Background: an optimization exercise with open tools, aiming at small area. Do not read the settings as production practice. In this exercise RTL edits were held to simulation tests only and were not proved equivalent to the original. Power and IR drop assume default switching activity.

===== flow/config.mk =====
export PLATFORM = sky130hd
export DESIGN_NAME = top
export DESIGN_NICKNAME = top
export VERILOG_FILES = /design/flow/design.v
export SDC_FILE = /design/flow/constraint.sdc
export NUM_CORES = 4
export LEC_CHECK = 0
export ABC_AREA = 1
export CAP_MARGIN = 20
export CORE_MARGIN = 2
export CORE_UTILIZATION = 70
export SLEW_MARGIN = 20

===== flow/constraint.sdc =====
create_clock -name core_clock -period 7.0 [get_ports {clock}]
set_input_delay 1.4000 -clock core_clock [delete_from_list [all_inputs] [get_ports {clock}]]
set_output_delay 1.4000 -clock core_clock [all_outputs]
set_load 0.01 [all_outputs]

===== flow/design.v =====
module top (
    input clock,
    input resetn,
    input pkt_valid,
    input [7:0] data_in,
    input [2:0] read_en,
    output [2:0] vld_out,
    output [7:0] data_out_0,
    output [7:0] data_out_1,
    output [7:0] data_out_2,
    output [2:0] full,
    output [2:0] empty,
    output busy,
    output err
);
    localparam [2:0] DEC  = 3'd0,    
                     LD   = 3'd1,    
                     LFD  = 3'd2,    
                     LP   = 3'd3,    
                     CPE  = 3'd4,    
                     FFS  = 3'd5,    
                     LAF  = 3'd6,    
                     WTE  = 3'd7;    
    localparam [4:0] S0  = 5'b00001;
    localparam [4:0] S30 = 5'b10000;
    localparam [4:0] ZS  = 5'b00000;
    reg  [2:0] state;
    reg  [1:0] add;
    reg  [7:0] dout, fsb, ip;
    reg        lpv, pd, err_r;
    wire is_dec = (state == DEC);
    wire is_ld  = (state == LD);
    wire is_lp  = (state == LP);
    wire is_laf = (state == LAF);
    wire wen    = is_ld | is_lp | is_laf;
    reg  [3:0] wq [0:2];
    reg  [3:0] rq [0:2];
    reg  [2:0] wrap;
    reg  [4:0] cnt [0:2];
    reg  [7:0] mem0 [0:15];
    reg  [7:0] mem1 [0:15];
    reg  [7:0] mem2 [0:15];
    wire [2:0] eq, srst, zs, wr, rd, sel;
    assign sel = {add[1], add[0], ~(add[1] | add[0])};
    genvar g;
    generate
        for (g = 0; g < 3; g = g + 1) begin : ctl
            assign eq[g]    = (wq[g] == rq[g]);
            assign empty[g] = eq[g] & ~wrap[g];
            assign full[g]  = eq[g] & wrap[g];
            assign vld_out[g] = ~empty[g];
            assign srst[g]  = (cnt[g] == S30);
            assign zs[g]    = (cnt[g] == ZS);
            assign wr[g]    = wen & sel[g] & ~full[g];
            assign rd[g]    = read_en[g] & ~empty[g];
            always @(posedge clock) begin
                if (!resetn || srst[g]) begin
                    wq[g]   <= 4'd0;
                    rq[g]   <= 4'd0;
                    wrap[g] <= 1'b0;
                end else begin
                    wq[g]   <= wq[g] + {3'd0, wr[g]};
                    rq[g]   <= rq[g] + {3'd0, rd[g]};
                    wrap[g] <= wrap[g] ^ (wr[g] & (&wq[g])) ^ (rd[g] & (&rq[g]));
                end
            end
            always @(posedge clock) begin
                if (!resetn)
                    cnt[g] <= S0;
                else if (srst[g])
                    cnt[g] <= ZS;
                else if (empty[g] || read_en[g])
                    cnt[g] <= S0;
                else
                    cnt[g] <= {cnt[g][3:0], cnt[g][4] ^ cnt[g][2]};
            end
        end
    endgenerate
    integer k;
    always @(posedge clock) begin
        for (k = 0; k < 16; k = k + 1) begin
            if (wr[0] && wq[0] == k[3:0] - 4'd1) mem0[k] <= dout;
            if (wr[1] && wq[1] == k[3:0] - 4'd1) mem1[k] <= dout;
            if (wr[2] && wq[2] == k[3:0] - 4'd1) mem2[k] <= dout;
        end
    end
    assign data_out_0 = zs[0] ? 8'h00 : mem0[rq[0]];
    assign data_out_1 = zs[1] ? 8'h00 : mem1[rq[1]];
    assign data_out_2 = zs[2] ? 8'h00 : mem2[rq[2]];
    wire ffull  = add[1] ? full[2]  : add[0] ? full[1]  : full[0];
    wire cempty = add[1] ? empty[2] : add[0] ? empty[1] : empty[0];
    wire csrst  = add[1] ? srst[2]  : add[0] ? srst[1]  : srst[0];
    wire nempty = data_in[1] ? empty[2] : data_in[0] ? empty[1] : empty[0];
    wire hdr    = pkt_valid & ~(data_in[1] & data_in[0]);
    reg [2:0] nxt;
    always @(*) begin
        nxt = state;
        case (state)
            DEC: if (hdr) nxt = nempty ? LFD : WTE;
            LFD: nxt = LD;
            LD:  if (ffull) nxt = FFS; else if (!pkt_valid) nxt = LP;
            LP:  if (!ffull) nxt = CPE;
            CPE: nxt = DEC;
            FFS: if (!ffull) nxt = LAF;
            LAF: nxt = lpv ? LP : LD;
            WTE: if (cempty) nxt = LFD;
        endcase
    end
    always @(posedge clock) begin
        if (!resetn || (!is_dec && csrst))
            state <= DEC;
        else
            state <= nxt;
    end
    assign busy = ~(is_dec | is_ld);
    always @(posedge clock) begin
        if (is_dec) add <= data_in[1:0];
        if (is_dec || is_laf || (is_ld && !ffull))
            dout <= is_laf ? fsb : data_in;
        if (is_ld && ffull) fsb <= data_in;
        if (is_dec) ip <= data_in;
        else if (is_ld) ip <= ip ^ data_in;
        if (is_ld) lpv <= ~pkt_valid;
    end
    always @(posedge clock) begin
        if (!resetn || is_dec)
            pd <= 1'b0;
        else if ((is_ld && !ffull && !pkt_valid) || (is_laf && lpv))
            pd <= 1'b1;
        if (!resetn)
            err_r <= 1'b0;
        else
            err_r <= pd & (|ip);
    end
    assign err = err_r;
endmodule

===== flow/flow/run.sh =====
#!/bin/bash
# Own layout flow:
#  1. the standard synthesis (standard.sh synth), unchanged;
#  2. its combinational logic re-mapped by ABC with an area-oriented script
#     (flow/remap.tcl); every flip-flop instance is kept as it is: same
#     name, same cell;
#  3. the standard layout (standard.sh) on that netlist, with buf_1 as
#     the port buffer and a clock tree built from clkbuf_4 without dummy loads.
# Each tool's output goes to a log file of its own in the work folder.
set -euo pipefail
W=$(pwd)
R=$W/orfs/results/$FLOW_PLATFORM/top/base
YOSYS=$(command -v yosys || echo "$FLOW_HOME/../tools/install/yosys/bin/yosys")

bash standard.sh synth > "$W/1_standard_synth.log" 2>&1
cp "$R/1_2_yosys.v" "$W/standard_synth.v"

LIBFILE=$FLOW_HOME/platforms/$FLOW_PLATFORM/lib/sky130_fd_sc_hd__tt_025C_1v80.lib \
DONT_USE="$(cat "$W/flow/dont_use.txt")" \
NETIN=$W/standard_synth.v NETOUT=$W/remap.v STATOUT=$W/remap_stat.txt \
ABCSCRIPT=$W/flow/area.abc \
    "$YOSYS" -c "$W/flow/remap.tcl" > "$W/2_remap.log" 2>&1

grep -oE '^ *sky130_fd_sc_hd__[a-z0-9_]*df[a-z0-9_]* [^ ]+' "$W/standard_synth.v" | sort > "$W/ff_std.txt"
grep -oE '^ *sky130_fd_sc_hd__[a-z0-9_]*df[a-z0-9_]* [^ ]+' "$W/remap.v" | sort > "$W/ff_remap.txt"
cmp "$W/ff_std.txt" "$W/ff_remap.txt"
if grep -qE 'sky130_fd_sc_hd__(lpflow|probe)' "$W/remap.v"; then
    echo "re-mapped netlist uses a don't-use cell" >&2
    exit 1
fi

cp "$W/remap.v" "$R/1_2_yosys.v"
touch "$R/1_2_yosys.v"

export BUFFER_PORTS_ARGS="-buffer_cell sky130_fd_sc_hd__buf_1"
export CTS_ARGS="$(cat "$W/flow/cts_args.txt")"
bash standard.sh > "$W/3_standard_layout.log" 2>&1

===== flow/flow/area.abc =====
strash; ifraig; scorr; dc2; strash; &get -n; &dch -f; &nf -a -R 1000; &put; topo

===== flow/flow/cts_args.txt =====
-sink_clustering_enable -repair_clock_nets -dont_use_dummy_load -buf_list sky130_fd_sc_hd__clkbuf_8 -sink_clustering_size 14 -sink_clustering_max_diameter 60

===== flow/flow/dont_use.txt =====
sky130_fd_sc_hd__probe_p_8
sky130_fd_sc_hd__probec_p_8
sky130_fd_sc_hd__lpflow_bleeder_1
sky130_fd_sc_hd__lpflow_clkbufkapwr_1
sky130_fd_sc_hd__lpflow_clkbufkapwr_16
sky130_fd_sc_hd__lpflow_clkbufkapwr_2
sky130_fd_sc_hd__lpflow_clkbufkapwr_4
sky130_fd_sc_hd__lpflow_clkbufkapwr_8
sky130_fd_sc_hd__lpflow_clkinvkapwr_1
sky130_fd_sc_hd__lpflow_clkinvkapwr_16
sky130_fd_sc_hd__lpflow_clkinvkapwr_2
sky130_fd_sc_hd__lpflow_clkinvkapwr_4
sky130_fd_sc_hd__lpflow_clkinvkapwr_8
sky130_fd_sc_hd__lpflow_decapkapwr_12
sky130_fd_sc_hd__lpflow_decapkapwr_3
sky130_fd_sc_hd__lpflow_decapkapwr_4
sky130_fd_sc_hd__lpflow_decapkapwr_6
sky130_fd_sc_hd__lpflow_decapkapwr_8
sky130_fd_sc_hd__lpflow_inputiso0n_1
sky130_fd_sc_hd__lpflow_inputiso0p_1
sky130_fd_sc_hd__lpflow_inputiso1n_1
sky130_fd_sc_hd__lpflow_inputiso1p_1
sky130_fd_sc_hd__lpflow_inputisolatch_1
sky130_fd_sc_hd__lpflow_isobufsrc_1
sky130_fd_sc_hd__lpflow_isobufsrc_16
sky130_fd_sc_hd__lpflow_isobufsrc_2
sky130_fd_sc_hd__lpflow_isobufsrc_4
sky130_fd_sc_hd__lpflow_isobufsrc_8
sky130_fd_sc_hd__lpflow_isobufsrckapwr_16
sky130_fd_sc_hd__lpflow_lsbuf_lh_hl_isowell_tap_1
sky130_fd_sc_hd__lpflow_lsbuf_lh_hl_isowell_tap_2
sky130_fd_sc_hd__lpflow_lsbuf_lh_hl_isowell_tap_4
sky130_fd_sc_hd__lpflow_lsbuf_lh_isowell_4
sky130_fd_sc_hd__lpflow_lsbuf_lh_isowell_tap_1
sky130_fd_sc_hd__lpflow_lsbuf_lh_isowell_tap_2
sky130_fd_sc_hd__lpflow_lsbuf_lh_isowell_tap_4

===== flow/flow/remap.tcl =====
# Re-map the combinational logic of the standard synthesis netlist with an
# area-oriented ABC script. Flip-flops are kept as they are (same instances,
# names and cell types).
yosys -import
set lib $::env(LIBFILE)
set in  $::env(NETIN)
set out $::env(NETOUT)
set script $::env(ABCSCRIPT)
read_liberty -overwrite -ignore_miss_func -setattr liberty_cell $lib
read_verilog -overwrite $in
hierarchy -top top
set ffs [list]
foreach c [split [string trim [tee -q -s result.string select -list-mod =A:liberty_cell]] "\n"] {
    if {[regexp {__(df|edf|sdf|dl|sedf)} $c]} { lappend ffs $c }
}
foreach c $ffs { setattr -mod -set keep_hierarchy 1 $c }
flatten
foreach c $ffs { blackbox $c }
opt_clean -purge
set du [list]
foreach c $::env(DONT_USE) { lappend du -dont_use $c }
abc -liberty $lib {*}$du -script $script
opt_clean -purge
setundef -zero
hilomap -singleton -hicell sky130_fd_sc_hd__conb_1 HI -locell sky130_fd_sc_hd__conb_1 LO
splitnets
opt_clean -purge
insbuf -buf sky130_fd_sc_hd__buf_4 A X
# left out here: hide names made inside functions
yosys tee -o $::env(STATOUT) stat -liberty $lib
write_verilog -noattr -nohex -nodec $out

===== flow/standard.sh =====
#!/bin/bash
# synth_recipe.tcl (not shown) runs the flow's synth.tcl, then flattens the netlist and writes it again
# the make line also repeats each setting of config.mk as NAME=value (left out here)
make -C /OpenROAD-flow-scripts/flow DESIGN_CONFIG=/design/flow/config.mk WORK_HOME=/design/flow/orfs CLKGATE_MAP_FILE= SYNTH_SCRIPT=/design/flow/synth_recipe.tcl "${@:-finish}"

==> results of run 1 <==
placed cells by master (no fill, tap or decap), drive strengths merged, types with 2 or more instances in the layout:
cell	n
edfxtp	411
nor2	101
buf	82
nand2	80
a222oi	59
nor3	59
a22oi	48
dfxtp	47
clkbuf	38
a221oi	34
a21oi	23
nand2b	21
and2	20
xor2	16
a31oi	16
nand3	14
xnor2	14
a22o	13
nand4	13
nor4	12
clkinv	11
nor2b	9
and3	6
or3	4
and4	4
nor3b	4
o31ai	3
a311oi	3
o21a	3
a2111oi	3
a21boi	2
or4	2
o21ai	2
a211oi	2
critical path, cell delays in order (launching register included):
cell and delay (ns):
dfxtp_1 0.60, nand2_1 0.20, nor2_1 0.79, a22oi_1 0.17
nand4_1 0.18, a221oi_1 0.06, a31oi_1 0.25, o21a_1 0.16
buf_1 0.16
cell type report:
type                            count  area [sq um]
Sequential cell                   458         13300
Tap cell                          324           405
Clock buffer                       38           523
Fill cell                        1492          5680
Inverter                           11          41.3
Timing Repair Buffer               82           439
Multi-Input combinational cell    594          3740
state kept, by name, summed over array words and instances, names as in the netlist, 12 cells and up:
name / flops
cnt: 15
mem0: 128
mem1: 128
mem2: 128
rq: 12
wq: 12
worst max path at each step:
stage	start	end	depth (start not counted)
5_1_grt	rq[1][0]	data_out_1[6]	8
3_5_place_dp	rq[2][2]	data_out_2[7]	8
2_1_floorplan	rq[0][3]	data_out_0[5]	6
3_3_place_gp	rq[2][1]	data_out_2[6]	8
4_1_cts	rq[2][2]	data_out_2[7]	8
6_report	rq[2][2]	data_out_2[0]	8
metal layers:
metal  routed length, um  track usage  up-vias
met5                   0            0        -
met4                1080       0.0966        0
met3                4610       0.0595       84
met2               19600        0.516      658
met1               15900        0.488     5150
li1                    -            -     4566
metrics by stage:
stage | area [sq um] | setup slack [ns] | hold WS [ns] | cells
after CTS | 18400 | 2.39 | 0.464 | 1506
after floorplan | 17000 | 3.73 | 0.418 | 1063
after global routing | 18400 | 2.30 | 0.485 | 1507
final | 18400 | 2.46 | 0.466 | 1507
after detailed placement | 17900 | 3.02 | 0.450 | 1468
after global placement | 17900 | 2.99 | 0.440 | 1468
report_power, final:
group	internal [W]	switching (W)	total, W
clock	0.000488	0.000782	0.00127
sequential	0.00347	0.000120	0.00359
combinational	0.000255	0.000783	0.00104
total	0.00422	0.00169	0.00590
==> impl_metrics.json, run 1 <==
{
  "status": "no timing/DRC/antenna violations",
  "cts_tree": "done",
  "fmax_mhz": 220,
  "synth_nets": 1077,
  "worst_pin_slew_ns": 1.12,
  "coreArea_sq_um": 24100,
  "grt_usage": 0.329,
  "min_period_ns": 4.54,
  "syn_inst": 1063,
  "viasPerCell": 6.94,
  "overflow": 0,
  "dp_hpwl_um": 26000,
  "port_buffers": 48,
  "firstDrtPassIters": 6,
  "total_leakage_power_nw": 5.76,
  "crit_path_end_kind": "primary output",
  "setup_viol": 0,
  "die_h_um": 160,
  "avgSynthCellArea_sq_um": 16.0,
  "slew_headroom": 0.252,
  "cts-buffers-inserted": 38,
  "power.density_nw_per_um2": 320,
  "rows": 57,
  "rsz0062_at_grt": "no",
  "grt_pass1_vias": 10085,
  "start_util": 0.705,
  "reg2reg_from": "rq[2][2]",
  "cts.clk_slew.worst_paths_ns": 0.09,
  "dieArea_sq_um": 25500,
  "drt_wl_total_um": 41300,
  "clk_latency_ns": 0.57,
  "post_cts_buffers": 0,
  "final_nets": 1199,
  "drc": 0,
  "cp.required_ns": 5.60,
  "first_iter_violations": 1716,
  "hold_start": "cnt[2][3]",
  "fin_setup_tns_ns": 0,
  "syn2layout_area_growth_pct": 8.46,
  "vias": 10458,
  "criticalPathCategory": "reg -> out",
  "holdBufCountCts": 0,
  "hold_path_end": "cnt[2][4]",
  "root_buffer": "clkbuf_8",
  "avgRoutedWirePerCell_um": 27.4,
  "crit_path_max_fanout": 11,
  "grt_pass1_wl_um": 62400,
  "cts_buffer_depth": 3,
  "die_w_um": 160,
  "final_antenna_net_count": 0,
  "skew_ns": 0.0587,
  "n_antenna_cell": 0,
  "synth_area_sq_um": 17000,
  "drive_above_1_share": 0.0735,
  "drv_cap": 0,
  "slew_viol_final": 0,
  "whs_path_depth": 1,
  "cts_resized": 0,
  "grt_max_degree": 49,
  "reg2reg_slack_ns": 3.38,
  "utilization": 0.765,
  "cts_sinks": 458,
  "hold_path.class": "reg -> reg",
  "antenna_found_initial": 0,
  "pin_count": 49,
  "power.total_w": 0.00590,
  "ys.warnings.count": 7,
  "ir_worst_vdd_v": 0.000304,
  "gp_congestion": 0.876,
  "finalCritPeriodShare": 0.649,
  "r2r_end": "state[2]",
  "r2r_cells": 9,
  "critPathLaunchType": "flop",
  "htreeDepth": 2,
  "final_hold_viol_count": 0,
  "arrival_ns": 3.14
}
==> run 2: changes to the inputs <==
==> flow/flow/cts_args.txt (replaced) <==
-sink_clustering_enable -repair_clock_nets -dont_use_dummy_load -buf_list sky130_fd_sc_hd__clkbuf_8 -sink_clustering_size 18 -sink_clustering_max_diameter 70
--- a/flow/config.mk
+++ b/flow/config.mk
@@ -8,5 +8,5 @@
 export ABC_AREA = 1
 export CAP_MARGIN = 20
 export CORE_MARGIN = 2
-export CORE_UTILIZATION = 70
+export CORE_UTILIZATION = 80
 export SLEW_MARGIN = 20
==> run 2 against run 1 <==
  * Still clean on timing, DRC and antenna
  * Sequential cell count is the same
  * Die area shrank 12%
  * Fmax shrank 8.1%
  * Total power shrank 1.7%
  * Via count grew 6.6%
  * Critical path depth is the same
  * Utilization grew 10 points
  * Critical path type unchanged
  * Largest cell class unchanged
==> impl_metrics.json, run 2 <==
{
  "status": "no timing/DRC/antenna violations",
  "rows": 53,
  "crit_path_end_kind": "primary output",
  "post_cts_buffers": 0,
  "drt_wl_total_um": 44500,
  "slowest_stage": "nor2_1",
  "die_w_um": 150,
  "port_buffers": 48,
  "ir_worst_vdd_v": 0.000355,
  "grt_max_degree": 49,
  "gp_congestion": 0.933,
  "die_h_um": 150,
  "criticalPathCategory": "reg -> out",
  "antenna_found_initial": 0,
  "synth_nets": 1077,
  "holdBufCountCts": 0,
  "fin_setup_tns_ns": 0,
  "dp_hpwl_um": 27200,
  "avgSynthCellArea_sq_um": 16.0,
  "first_iter_violations": 2365,
  "vias": 11144,
  "utilization": 0.869,
  "p_comb_frac": 0.190,
  "cts_resized": 0,
  "sw_frac_of_total": 0.294,
  "final_hold_viol_count": 0,
  "final_antenna_net_count": 0,
  "syn_inst": 1063,
  "cts_tree": "done",
  "intPower_w": 0.00409,
  "p_sw_w": 0.00171,
  "crit_path_max_fanout": 11,
  "ys.warnings.count": 7,
  "arrival_ns": 3.55,
  "skew_ns": 0.0345,
  "drv_cap": 0,
  "final_cell_mix": "411 x edfxtp_1, 100 x nor2_1, 80 x nand2_1",
  "htreeDepth": 1,
  "worst_pin_slew_ns": 1.16,
  "cts_buffer_depth": 3,
  "cpPeakStageDelay_ns": 0.86,
  "drive_above_1_share": 0.0624,
  "dieArea_sq_um": 22400,
  "n_antenna_cell": 0,
  "syn2layout_area_growth_pct": 7.17,
  "final_nets": 1186,
  "cp.buffers_inverters": 1,
  "seqPwrFrac": 0.615,
  "avgRoutedWirePerCell_um": 30.8,
  "power.density_nw_per_um2": 319,
  "setup_viol": 0,
  "crit_chain": "nand2_1 > nor2_1 > a22oi_1 > nand4_1 > a221oi_1 > a31o_1 > a21oi_1 > buf_1",
  "cts_sinks": 458,
  "total_leakage_power_nw": 5.68,
  "cts.clk_slew.worst_paths_ns": 0.11,
  "slew_headroom": 0.218,
  "grt_pass1_vias": 10799,
  "overflow": 0,
  "root_buffer": "clkbuf_8",
  "synth_area_sq_um": 17000,
  "fmax_mhz": 202,
  "firstDrtPassIters": 10,
  "coreArea_sq_um": 21000,
  "drc": 0,
  "viasPerCell": 7.71,
  "start_util": 0.811,
  "cp_top_family": "simple AND/OR/NAND/NOR gates",
  "grt_pass1_wl_um": 66100,
  "cts-buffers-inserted": 29,
  "final_common_cell": "edfxtp_1",
  "clockPowerShare": 0.195,
  "rsz0062_at_grt": "no",
  "critPathLaunchType": "flop",
  "min_period_ns": 4.95,
  "hold_path.class": "reg -> reg",
  "pin_count": 49,
  "cp.required_ns": 5.60,
  "top_regs": "mem0: 128 flops, mem1: 128 flops, mem2: 128 flops",
  "grt_usage": 0.410,
  "clk_latency_ns": 0.61,
  "finalCritPeriodShare": 0.707,
  "slew_viol_final": 0,
  "holdWs_ns": 0.470
}
## run 2: final timing paths
kind	endpoint	from	depth (start not counted)	slack (ns)
worst max-delay path	data_out_0[5]	rq[0][2]	8	2.05
worst min-delay path	cnt[2][2]	cnt[2][1]	1	0.47
worst max register to register	state[2]	rq[2][2]	9	3.10
worst min register to register	cnt[2][2]	cnt[2][1]	1	0.47
## run 2: final cells by class
type	count	area (sq um)
clock buffers	29	399
fillers	845	2750
inverters	11	41.3
multi-input cells	594	3740
flip-flops and latches	458	13300
well taps	275	344
repair buffers	78	405
## run 2: power by group through the flow
stage	logic, W	registers (W)	clock network (W)
floorplan	0.000425	0.00376	0
global placement	0.000999	0.00361	0
detailed placement	0.00104	0.00362	0
CTS	0.00106	0.00356	0.00111
global route	0.00116	0.00358	0.00120
finish	0.00110	0.00357	0.00113
## run 2: stage by stage
stage                     total power, W  setup WS (ns)  area [sq um]  std cells
final                            0.00580           2.05         18200       1445
after global routing             0.00594           2.06         18200       1445
after CTS                        0.00573           2.14         18200       1444
after detailed placement         0.00466           2.89         17800       1415
after global placement           0.00461           2.94         17700       1415
after floorplan                  0.00418           3.73         17000       1063
## run 2: layer usage
layer	up-vias	wire length, um	track usage
met3	206	6960	0.0991
li1	4535	-	-
met2	1192	21200	0.643
met1	5211	13900	0.560
met5	-	0	0
met4	0	2410	0.188
==> run 3: changes to the inputs <==
==> flow/flow/cts_args.txt (replaced) <==
-sink_clustering_enable -repair_clock_nets -dont_use_dummy_load -buf_list sky130_fd_sc_hd__clkbuf_4 -sink_clustering_size 9 -sink_clustering_max_diameter 45
--- a/flow/config.mk
+++ b/flow/config.mk
@@ -8,5 +8,5 @@
 export ABC_AREA = 1
 export CAP_MARGIN = 20
 export CORE_MARGIN = 2
-export CORE_UTILIZATION = 80
+export CORE_UTILIZATION = 75
 export SLEW_MARGIN = 20
==> run 3 against run 2 <==
  * Global-route usage shrank 5.9 points
  * Final area grew 0.10%
  * Still clean
  * Clock power is essentially flat
  * Die area grew 6.5%
  * Synthesized area is the same
  * Largest power group unchanged
  * Critical path type unchanged
  * Sequential power is essentially flat
  * Utilization shrank 5.6 points
==> impl_metrics.json, run 3 <==
{
  "instances_no_fill": 1481,
  "final_nets": 1211,
  "die_w_um": 155,
  "power.density_nw_per_um2": 316,
  "r2r_cells": 9,
  "dp_slack_ns": 2.92,
  "drive_above_1_share": 0.0828,
  "finalCritPeriodShare": 0.684,
  "synth_nets": 1077,
  "first_iter_violations": 1753,
  "sw_frac_of_total": 0.291,
  "top_layer_used": "met4",
  "reg2reg_slack_ns": 3.44,
  "firstDrtPassIters": 8,
  "cts_resized": 0,
  "dieArea_sq_um": 23900,
  "r2r_end": "state[2]",
  "clockPowerShare": 0.198,
  "seq_area_sq_um": 13300,
  "fmax_mhz": 209,
  "rows": 55,
  "dp_hpwl_um": 26200,
  "grt_pass1_wl_um": 61100,
  "ir_worst_vdd_v": 0.000351,
  "root_buffer": "clkbuf_4",
  "avgRoutedWirePerCell_um": 27.9,
  "final_cell_mix": "411 x edfxtp_1, 98 x nor2_1, 80 x nand2_1",
  "worst_pin_slew_ns": 1.20,
  "fillerInstances": 1269,
  "post_cts_buffers": 0,
  "clk_latency_ns": 0.74,
  "min_period_ns": 4.79,
  "slew_headroom": 0.192,
  "p_comb_frac": 0.186,
  "crit_path_end_kind": "primary output",
  "pin_count": 49,
  "cts_tree": "done",
  "setup_viol": 0,
  "drv_cap": 0,
  "die_h_um": 155,
  "drc": 0,
  "antenna_found_initial": 1,
  "grt_pass1_vias": 10268,
  "start_util": 0.757,
  "cts-buffers-inserted": 56,
  "slew_viol_final": 0,
  "viasPerCell": 7.21,
  "reg2reg_from": "rq[2][2]",
  "criticalPathCategory": "reg -> out",
  "arrival_ns": 3.39,
  "seqPwrFrac": 0.615,
  "final_common_cell": "edfxtp_1",
  "cts_buffer_depth": 3,
  "critPathLaunchType": "flop",
  "wl_met1_um": 14900,
  "crit_end": "data_out_1[6]",
  "intPower_w": 0.00409,
  "final_antenna_net_count": 0,
  "final_hold_viol_count": 0,
  "setup_slack_ns": 2.21,
  "htreeDepth": 2,
  "fin_setup_tns_ns": 0,
  "grt_usage": 0.351,
  "crit_path_max_fanout": 11,
  "drt_wl_total_um": 41300,
  "cts_sinks": 458,
  "hold_path.class": "reg -> reg",
  "coreArea_sq_um": 22400,
  "ys.warnings.count": 7,
  "avgSynthCellArea_sq_um": 16.0,
  "total_leakage_power_nw": 5.71,
  "syn2layout_area_growth_pct": 7.28,
  "port_buffers": 48,
  "rsz0062_at_grt": "no",
  "overflow": 0,
  "vias": 10685,
  "route.met3.wl_um": 5340,
  "cts.clk_slew.worst_paths_ns": 0.10,
  "synth_area_sq_um": 17000,
  "gp_congestion": 0.916,
  "power.total_w": 0.00577,
  "syn_inst": 1063,
  "dpl.cell_count": 1424,
  "holdBufCountCts": 0,
  "top_regs": "mem0: 128 flops, mem1: 128 flops, mem2: 128 flops",
  "placed_cell_area_sq_um": 17800,
  "status": "no timing/DRC/antenna violations",
  "multi_input_area_sq_um": 3740,
  "grt_max_degree": 49,
  "final_area_sq_um": 18200,
  "p_sw_w": 0.00168,
  "met2_length_um": 19800,
  "skew_ns": 0.0594,
  "cp.required_ns": 5.60,
  "startpoint": "rq[1][0]"
}
==> run 3: through the flow <==
step            util  hold WS (ns)
2_1_floorplan      -         0.418
3_3_place_gp   0.791         0.439
3_5_place_dp   0.793         0.441
4_1_cts        0.811         0.471
5_1_grt        0.813         0.486
6_report       0.813         0.472
==> run 3: final cells by class <==
class | instances | area share
Inverter | 11 | 0.00227
Timing Repair Buffer | 76 | 0.0213
Sequential cell | 458 | 0.729
Antenna cell | 1 | 0.000137
Multi-Input combinational cell | 594 | 0.205
Clock buffer | 56 | 0.0231
Tap cell | 285 | 0.0196
==> run 3: per-layer routing <==
layer | GRT usage | up-vias
met5 | 0 | -
met4 | 0.123 | 0
met3 | 0.0787 | 125
met2 | 0.555 | 812
met1 | 0.496 | 5126
li1 | - | 4622
==> run 3: worst min-delay path by stage <==
stage,startpoint,to,cells past startpoint
finish,pd,err_r,2
global placement,cnt[0][1],cnt[0][2],1
floorplan,pd,err_r,2
detailed placement,pd,err_r,2
CTS,pd,err_r,2
global route,cnt[1][0],cnt[1][1],1
==> run 3: power by group through the flow <==
| stage | registers (W) | logic, W | clock network (W) |
|---|---|---|---|
| 5_1_grt | 0.00357 | 0.00115 | 0.00123 |
| 3_3_place_gp | 0.00360 | 0.00103 | 0 |
| 2_1_floorplan | 0.00376 | 0.000425 | 0 |
| 3_5_place_dp | 0.00361 | 0.00106 | 0 |
| 6_report | 0.00355 | 0.00108 | 0.00114 |
| 4_1_cts | 0.00355 | 0.00106 | 0.00114 |
==> run 3: critical path, cell delays in order, from the launching register on <==
cell	delay (ns)
dfxtp_1	0.57
nand2_1	0.19
nor3_1	0.87
a22oi_1	0.20
nand4_1	0.22
a221oi_1	0.07
a31oi_1	0.22
o21a_1	0.17
buf_1	0.18
==> run 4: changes to the inputs <==
--- a/flow/config.mk
+++ b/flow/config.mk
@@ -6,7 +6,7 @@
 export NUM_CORES = 4
 export LEC_CHECK = 0
 export ABC_AREA = 1
-export CAP_MARGIN = 20
+export CAP_MARGIN = 10
 export CORE_MARGIN = 2
 export CORE_UTILIZATION = 75
-export SLEW_MARGIN = 20
+export SLEW_MARGIN = 10
==> run 4 against run 3 <==
  * First-iteration DRC count shrank 6.2%
  * Clock power is essentially flat
  * Total power grew 0.36%
  * Fmax shrank 2.2%
  * Critical endpoint is now data_out_2[7]
  * Highest routed layer unchanged
==> impl_metrics.json, run 4 <==
{
  "post_cts_buffers": 0,
  "clk_latency_ns": 0.74,
  "first_iter_violations": 1645,
  "dieArea_sq_um": 23900,
  "die_h_um": 155,
  "cts_sinks": 458,
  "grt_pass1_vias": 10336,
  "rows": 55,
  "p_sw_w": 0.00169,
  "power.density_nw_per_um2": 318,
  "min_period_ns": 4.89,
  "grt_max_degree": 49,
  "antenna_found_initial": 1,
  "cpPeakStageDelay_ns": 0.95,
  "slew_viol_final": 0,
  "vias": 10722,
  "ys.warnings.count": 7,
  "final_hold_viol_count": 0,
  "synth_nets": 1077,
  "avgRoutedWirePerCell_um": 28.0,
  "final_nets": 1210,
  "crit_path_end_kind": "primary output",
  "skew_ns": 0.0651,
  "seqPwrFrac": 0.613,
  "final_antenna_net_count": 0,
  "cts_resized": 0,
  "start_util": 0.757,
  "cts_tree": "done",
  "slew_headroom": 0.174,
  "dp_slack_ns": 2.88,
  "pin_count": 49,
  "htreeDepth": 2,
  "rsz0062_at_grt": "no",
  "cts_buffer_depth": 3,
  "synth_area_sq_um": 17000,
  "arrival_ns": 3.49,
  "fin_setup_tns_ns": 0,
  "avgSynthCellArea_sq_um": 16.0,
  "ir_worst_vdd_v": 0.000284,
  "die_w_um": 155,
  "cp.required_ns": 5.60,
  "cts-buffers-inserted": 57,
  "cts.clk_slew.worst_paths_ns": 0.10,
  "clockPowerShare": 0.201,
  "dp_hpwl_um": 26200,
  "syn2layout_area_growth_pct": 7.11,
  "fillerInstances": 1230,
  "port_buffers": 48,
  "grt_pass1_wl_um": 61300,
  "setup_viol": 0,
  "grt_usage": 0.351,
  "drive_above_1_share": 0.0771,
  "viasPerCell": 7.24,
  "coreArea_sq_um": 22400,
  "top_regs": "mem0: 128 flops, mem1: 128 flops, mem2: 128 flops",
  "root_buffer": "clkbuf_4",
  "firstDrtPassIters": 8,
  "fmax_mhz": 204,
  "drv_cap": 0,
  "sw_frac_of_total": 0.292,
  "critPathLaunchType": "flop",
  "worst_pin_slew_ns": 1.23,
  "status": "no timing/DRC/antenna violations",
  "hold_path.class": "reg -> reg",
  "drc": 0,
  "criticalPathCategory": "reg -> out",
  "overflow": 0,
  "gp_congestion": 0.916,
  "p_comb_frac": 0.186,
  "intPower_w": 0.00410,
  "holdBufCountCts": 0,
  "setup_slack_ns": 2.11,
  "crit_path_max_fanout": 11,
  "syn_inst": 1063,
  "final_cell_mix": "411 x edfxtp_1, 101 x nor2_1, 80 x nand2_1",
  "crit_chain": "nand2_1 > nor3_1 > a22o_1 > a221oi_1 > nand4_1 > a221oi_1 > nor3_1 > buf_1",
  "slowest_stage": "nor3_1",
  "final_common_cell": "edfxtp_1",
  "total_leakage_power_nw": 5.69,
  "drt_wl_total_um": 41400,
  "finalCritPeriodShare": 0.699
}
==> run 4: final cells by class <==
cell class	instances	area (sq um)	area share
tap	285	357	0.0196
clock buffer	57	428	0.0235
multi-input combinational	594	3710	0.204
timing repair buffer	74	375	0.0206
antenna	1	2.50	0.000137
sequential	458	13300	0.730
inverter	11	41.3	0.00227
==> run 4: final timing paths <==
kind	startpoint	endpoint	slack (ns)	cells after the start
max	rq[2][2]	data_out_2[7]	2.11	8
min	cnt[2][3]	cnt[2][4]	0.44	1
max reg2reg	rq[2][2]	state[2]	3.33	9
min reg2reg	cnt[2][3]	cnt[2][4]	0.44	1
==> run 4: through the flow <==
step	power (W)	utilization	instances	hold slack [ns]	instance area, sq um
2_1_floorplan	0.00418	-	1063	0.418	17000
3_3_place_gp	0.00463	0.791	1422	0.439	17800
3_5_place_dp	0.00466	0.792	1422	0.447	17800
4_1_cts	0.00576	0.811	1479	0.452	18200
5_1_grt	0.00596	0.811	1480	0.458	18200
6_report	0.00579	0.811	1480	0.444	18200
==> run 4: worst max-delay path: cells and delay by family (launching register included) <==
kind / cells / cell delay [ns]
buf+inv: 1 / 0.17
compound gates: 3 / 0.43
flops: 1 / 0.57
simple gates: 4 / 1.58
==> run 4: power groups by stage <==
stage               registers [W]  clock network, W  logic, W
global placement          0.00360                 0   0.00103
CTS                       0.00355           0.00116   0.00106
finish                    0.00355           0.00116   0.00108
detailed placement        0.00361                 0   0.00106
floorplan                 0.00376                 0  0.000425
global route              0.00356           0.00124   0.00115
==> run 4: layer usage <==
| metal | part of all wire | track usage | up-vias |
|---|---|---|---|
| li1 | - | - | 4615 |
| met1 | 0.36 | 0.496 | 5138 |
| met2 | 0.48 | 0.554 | 851 |
| met3 | 0.13 | 0.0835 | 118 |
| met4 | 0.031 | 0.119 | 0 |
| met5 | 0 | 0 | - |
==> run 5: changes to the inputs <==
==> flow/flow/cts_args.txt (replaced) <==
-sink_clustering_enable -repair_clock_nets -dont_use_dummy_load -buf_list sky130_fd_sc_hd__clkbuf_4 -sink_clustering_size 10 -sink_clustering_max_diameter 40
==> run 5 against run 4 <==
  * Still clean
  * Die area is the same
  * Fmax grew 1.4%
  * Via count barely moved
  * Final area down 0.14%
  * Register-to-register slack got worse by 0.05 ns
  * Critical endpoint is now data_out_2[5]
  * Clock power hardly changed
  * Sequential share of layout area rose by 0.10 points
  * First-iteration DRC count rose by 8.5%
  * Combinational power hardly changed
==> impl_metrics.json, run 5 <==
{
  "holdBufCountCts": 0,
  "final_nets": 1207,
  "placed_cell_area_sq_um": 17800,
  "arrival_ns": 3.42,
  "htreeDepth": 2,
  "final_cell_mix": "411 x edfxtp_1, 101 x nor2_1, 80 x nand2_1",
  "clk_latency_ns": 0.73,
  "pin_count": 49,
  "drt_wl_total_um": 41600,
  "final_area_sq_um": 18200,
  "seqPwrFrac": 0.616,
  "drv_cap": 0,
  "root_buffer": "clkbuf_4",
  "grt_pass1_wl_um": 61300,
  "fmax_mhz": 207,
  "first_iter_violations": 1785,
  "top_regs": "mem0: 128 flops, mem1: 128 flops, mem2: 128 flops",
  "sw_frac_of_total": 0.293,
  "post_cts_buffers": 0,
  "multi_input_area_sq_um": 3710,
  "intPower_w": 0.00407,
  "ir_worst_vdd_v": 0.000280,
  "seq_area_sq_um": 13300,
  "gp_congestion": 0.916,
  "drive_above_1_share": 0.0747,
  "min_period_ns": 4.82,
  "grt_pass1_vias": 10292,
  "finalCritPeriodShare": 0.689,
  "synth_nets": 1077,
  "synth_area_sq_um": 17000,
  "avgRoutedWirePerCell_um": 28.2,
  "syn2layout_area_growth_pct": 6.97,
  "cp.required_ns": 5.60,
  "worst_pin_slew_ns": 1.26,
  "syn_inst": 1063,
  "p_comb_frac": 0.187,
  "start_util": 0.757,
  "cts_resized": 0,
  "utilization": 0.810,
  "crit_path_end_kind": "primary output",
  "rows": 55,
  "dp_hpwl_um": 26200,
  "final_antenna_net_count": 0,
  "critPathLaunchType": "flop",
  "cts.clk_slew.worst_paths_ns": 0.10,
  "grt_max_degree": 49,
  "avgSynthCellArea_sq_um": 16.0,
  "drc": 0,
  "grt_usage": 0.352,
  "setup_slack_ns": 2.18,
  "skew_ns": 0.0903,
  "antenna_found_initial": 1,
  "final_hold_viol_count": 0,
  "status": "no timing/DRC/antenna violations",
  "crit_path_max_fanout": 10,
  "coreArea_sq_um": 22400,
  "port_buffers": 48,
  "rsz0062_at_grt": "no",
  "total_leakage_power_nw": 5.67,
  "cts_buffer_depth": 3,
  "fillerInstances": 1237,
  "firstDrtPassIters": 7,
  "vias": 10723,
  "final_common_cell": "edfxtp_1",
  "overflow": 0,
  "dp_slack_ns": 2.88,
  "cts_tree": "done",
  "cts-buffers-inserted": 53,
  "setup_viol": 0,
  "ys.warnings.count": 7,
  "power.density_nw_per_um2": 317,
  "hold_path.class": "reg -> reg",
  "criticalPathCategory": "reg -> out",
  "p_sw_w": 0.00168,
  "dieArea_sq_um": 23900,
  "fin_setup_tns_ns": 0,
  "power.total_w": 0.00576,
  "slew_headroom": 0.158,
  "die_w_um": 155,
  "die_h_um": 155,
  "slew_viol_final": 0,
  "cts_sinks": 458,
  "viasPerCell": 7.26,
  "clockPowerShare": 0.197
}
-- run 5: per-stage QoR --
stage	hold slack (ns)	std cells
final	0.447	1477
after global routing	0.480	1477
after CTS	0.446	1475
after detailed placement	0.447	1422
after global placement	0.439	1422
after floorplan	0.418	1063
-- run 5: area by class of cell --
cell class                      instances  area share
Antenna cell                            1    0.000138
Clock buffer                           53      0.0219
Inverter                               11     0.00227
Multi-Input combinational cell        594       0.204
Sequential cell                       458       0.731
Tap cell                              285      0.0196
Timing Repair Buffer                   75      0.0209
-- run 5: worst paths after layout --
kind	startpoint	endpoint	slack, ns	depth (start not counted)
worst max-delay path	rq[2][1]	data_out_2[5]	2.18	7
worst min-delay path	fsb[6]	dout[6]	0.45	2
worst max register to register	rq[2][2]	state[2]	3.28	9
worst min register to register	fsb[6]	dout[6]	0.45	2
-- run 5: worst max-delay path, stage by stage, from the launching register on --
cell,delay [ns]
dfxtp_1,0.56
nand2_1,0.20
nor3_1,0.93
a222oi_1,0.33
nand4_1,0.20
a221oi_1,0.07
nor3_1,0.21
buf_1,0.18
-- run 5: power groups by stage --
stage / clock network (W) / logic (W) / registers [W]
after global routing: 0.00122 / 0.00115 / 0.00356
after floorplan: 0 / 0.000425 / 0.00376
after detailed placement: 0 / 0.00106 / 0.00361
final: 0.00113 / 0.00107 / 0.00355
after CTS: 0.00112 / 0.00106 / 0.00355
after global placement: 0 / 0.00103 / 0.00360
-- run 5: per-layer routing --
layer | track usage | part of all wire
met1 | 0.500 | 0.36
met2 | 0.554 | 0.48
met3 | 0.0801 | 0.13
met4 | 0.120 | 0.030
met5 | 0 | 0
==> run 6: changes to the inputs <==
--- a/flow/config.mk
+++ b/flow/config.mk
@@ -6,7 +6,7 @@
 export NUM_CORES = 4
 export LEC_CHECK = 0
 export ABC_AREA = 1
-export CAP_MARGIN = 10
+export CAP_MARGIN = 5
 export CORE_MARGIN = 2
 export CORE_UTILIZATION = 75
-export SLEW_MARGIN = 10
+export SLEW_MARGIN = 5
==> run 6 against run 5 <==
  * Still clean on timing, DRC and antenna
  * Non-clock buffer count decreased by 1
  * Cell count about the same
  * Setup slack got worse by 0.17 ns
  * Wire length decreased by 0.89%
  * Die area unchanged
  * Fmax decreased by 3.4%
  * Sequential cell count unchanged
  * Combinational power about the same
  * Critical path depth increased by 1
  * Clock skew decreased by 0.028 ns
  * Final area about the same
  * Critical path type unchanged
  * Highest routed layer unchanged
==> impl_metrics.json, run 6 <==
{
  "cts.clk_slew.worst_paths_ns": 0.10,
  "whs_path_depth": 1,
  "final_hold_viol_count": 0,
  "viasPerCell": 7.24,
  "dieArea_sq_um": 23900,
  "vias": 10681,
  "finalCritPeriodShare": 0.713,
  "avgRoutedWirePerCell_um": 27.9,
  "total_leakage_power_nw": 5.66,
  "fin_setup_tns_ns": 0,
  "cp.required_ns": 5.60,
  "htreeDepth": 2,
  "dp_slack_ns": 2.85,
  "hold_path.class": "reg -> reg",
  "hold_start": "cnt[0][1]",
  "worst_pin_slew_ns": 1.36,
  "rsz0062_at_grt": "no",
  "ys.warnings.count": 7,
  "final_cell_mix": "411 x edfxtp_1, 101 x nor2_1, 80 x nand2_1",
  "slew_headroom": 0.0843,
  "coreArea_sq_um": 22400,
  "cts_buffer_depth": 3,
  "setup_viol": 0,
  "r2r_end": "state[2]",
  "reg2reg_from": "rq[2][2]",
  "drc": 0,
  "fmax_mhz": 200,
  "gp_congestion": 0.916,
  "port_buffers": 48,
  "holdBufCountCts": 0,
  "final_antenna_net_count": 0,
  "final_nets": 1206,
  "overflow": 0,
  "reg2reg_slack_ns": 3.31,
  "slew_viol_final": 0,
  "final_common_cell": "edfxtp_1",
  "top_regs": "mem0: 128 flops, mem1: 128 flops, mem2: 128 flops",
  "synth_nets": 1077,
  "drive_above_1_share": 0.0723,
  "cts_tree": "done",
  "hold_path_end": "cnt[0][2]",
  "syn2layout_area_growth_pct": 6.88,
  "status": "no timing/DRC/antenna violations",
  "clk_latency_ns": 0.71,
  "rows": 55,
  "cts-buffers-inserted": 53,
  "grt_usage": 0.350,
  "root_buffer": "clkbuf_4",
  "antenna_found_initial": 1,
  "skew_ns": 0.0620,
  "min_period_ns": 4.99,
  "holdWs_ns": 0.474,
  "die_h_um": 155,
  "post_cts_buffers": 0,
  "firstDrtPassIters": 7,
  "grt_pass1_vias": 10244,
  "crit_path_end_kind": "primary output",
  "power.density_nw_per_um2": 316,
  "grt_max_degree": 49,
  "dpl.cell_count": 1422,
  "instances_no_fill": 1476,
  "cts_sinks": 458,
  "arrival_ns": 3.59,
  "criticalPathCategory": "reg -> out",
  "grt_pass1_wl_um": 61100,
  "ir_worst_vdd_v": 0.000326,
  "syn_inst": 1063,
  "setup_slack_ns": 2.01,
  "avgSynthCellArea_sq_um": 16.0,
  "crit_path_max_fanout": 12,
  "dp_hpwl_um": 26200,
  "utilization": 0.809,
  "critPathLaunchType": "flop",
  "die_w_um": 155,
  "drv_cap": 0,
  "r2r_cells": 9,
  "pin_count": 49,
  "drt_wl_total_um": 41200,
  "cts_resized": 0,
  "start_util": 0.757,
  "synth_area_sq_um": 17000,
  "first_iter_violations": 1797
}
[run 6: cell count changes in the layout (fill, tap and decap cells not counted)]
cell    before  now
buf_2        1    0
nor3_2       8    6
nor3_1      51   53
[run 6: cell type report]
class | count | area, sq um
Tap cell | 285 | 357
Sequential cell | 458 | 13300
Inverter | 11 | 41.3
Timing Repair Buffer | 74 | 375
Fill cell | 1250 | 4270
Multi-Input combinational cell | 594 | 3700
Antenna cell | 1 | 2.50
Clock buffer | 53 | 398
[run 6: metal layers]
metal  vias to the layer above  wire length [um]  track usage
met5                         -                 0            0
met4                         0              1430        0.131
met3                       126              5390       0.0801
met2                       810             19400        0.546
met1                      5134             15000        0.497
li1                       4611                 -            -
[run 6: how the worst max path moves through the flow]
stage | cells past startpoint | end | startpoint
final | 8 | data_out_1[5] | rq[1][2]
after global placement | 8 | data_out_2[5] | rq[2][2]
after floorplan | 6 | data_out_0[5] | rq[0][3]
after CTS | 7 | data_out_2[7] | rq[2][2]
after detailed placement | 7 | data_out_2[7] | rq[2][2]
after global routing | 8 | data_out_1[5] | rq[1][3]
[run 6: power by group]
part	leakage [nW]	switching [W]	internal (W)
sequential	4.09	0.0000752	0.00347
clock	0.244	0.000769	0.000348
combinational	1.32	0.000820	0.000252
total	5.66	0.00166	0.00407
[run 6: critical path, cell delays in order (launching register included)]
cell and delay, ns:
dfxtp_1 0.46, nand2b_1 0.27, nor3_1 1.06, a22oi_1 0.24
nand4_1 0.16, a221oi_1 0.08, a31oi_1 0.30, o21a_1 0.17
buf_1 0.15
[run 6: metrics by stage]
step                      power [W]  cell area (sq um)
after floorplan             0.00418              17000
after global placement      0.00463              17800
after detailed placement    0.00466              17800
after CTS                   0.00572              18200
after global routing        0.00592              18200
final                       0.00574              18200

## separate check: timing with driven ports
The flow's constraints put no driver on any port. The routed layouts listed below were extracted and timed again, unchanged, in two steps.
Step 1: set_driving_cell puts a clkbuf_16 on clock and a buf_2 on each other input, an assumption about the parent block.
Step 2 times the ports against the registers' clock, not the clock port: input delays grow and output delays shrink by t, the midpoint of the rising clock arrivals with the driver on.
Three values: no drivers, after step 1, after step 2; two values: the first two.
| run | t (ns) | setup slack, ns | clock arrival spread, ns | worst data-port slew with drivers (ns) | cell pins on the clock port's net |
|---|---|---|---|---|---|
| run 1 | 0.584 | 2.455 / 2.408 / 2.992 | 0.060 / 0.060 | 0.03 | 1 |
| run 2 | 0.645 | 2.053 / 2.007 / 2.651 | 0.041 / 0.041 | 0.05 | 1 |
| run 3 | 0.754 | 2.214 / 2.172 / 2.926 | 0.060 / 0.060 | 0.06 | 1 |
| run 4 | 0.742 | 2.108 / 2.068 / 2.810 | 0.078 / 0.078 | 0.06 | 1 |
| run 5 | 0.742 | 2.178 / 2.129 / 2.872 | 0.100 / 0.099 | 0.06 | 1 |
| run 6 | 0.720 | 2.007 / 1.966 / 2.686 | 0.067 / 0.066 | 0.06 | 1 |
After both steps setup and hold are still met in every run listed.
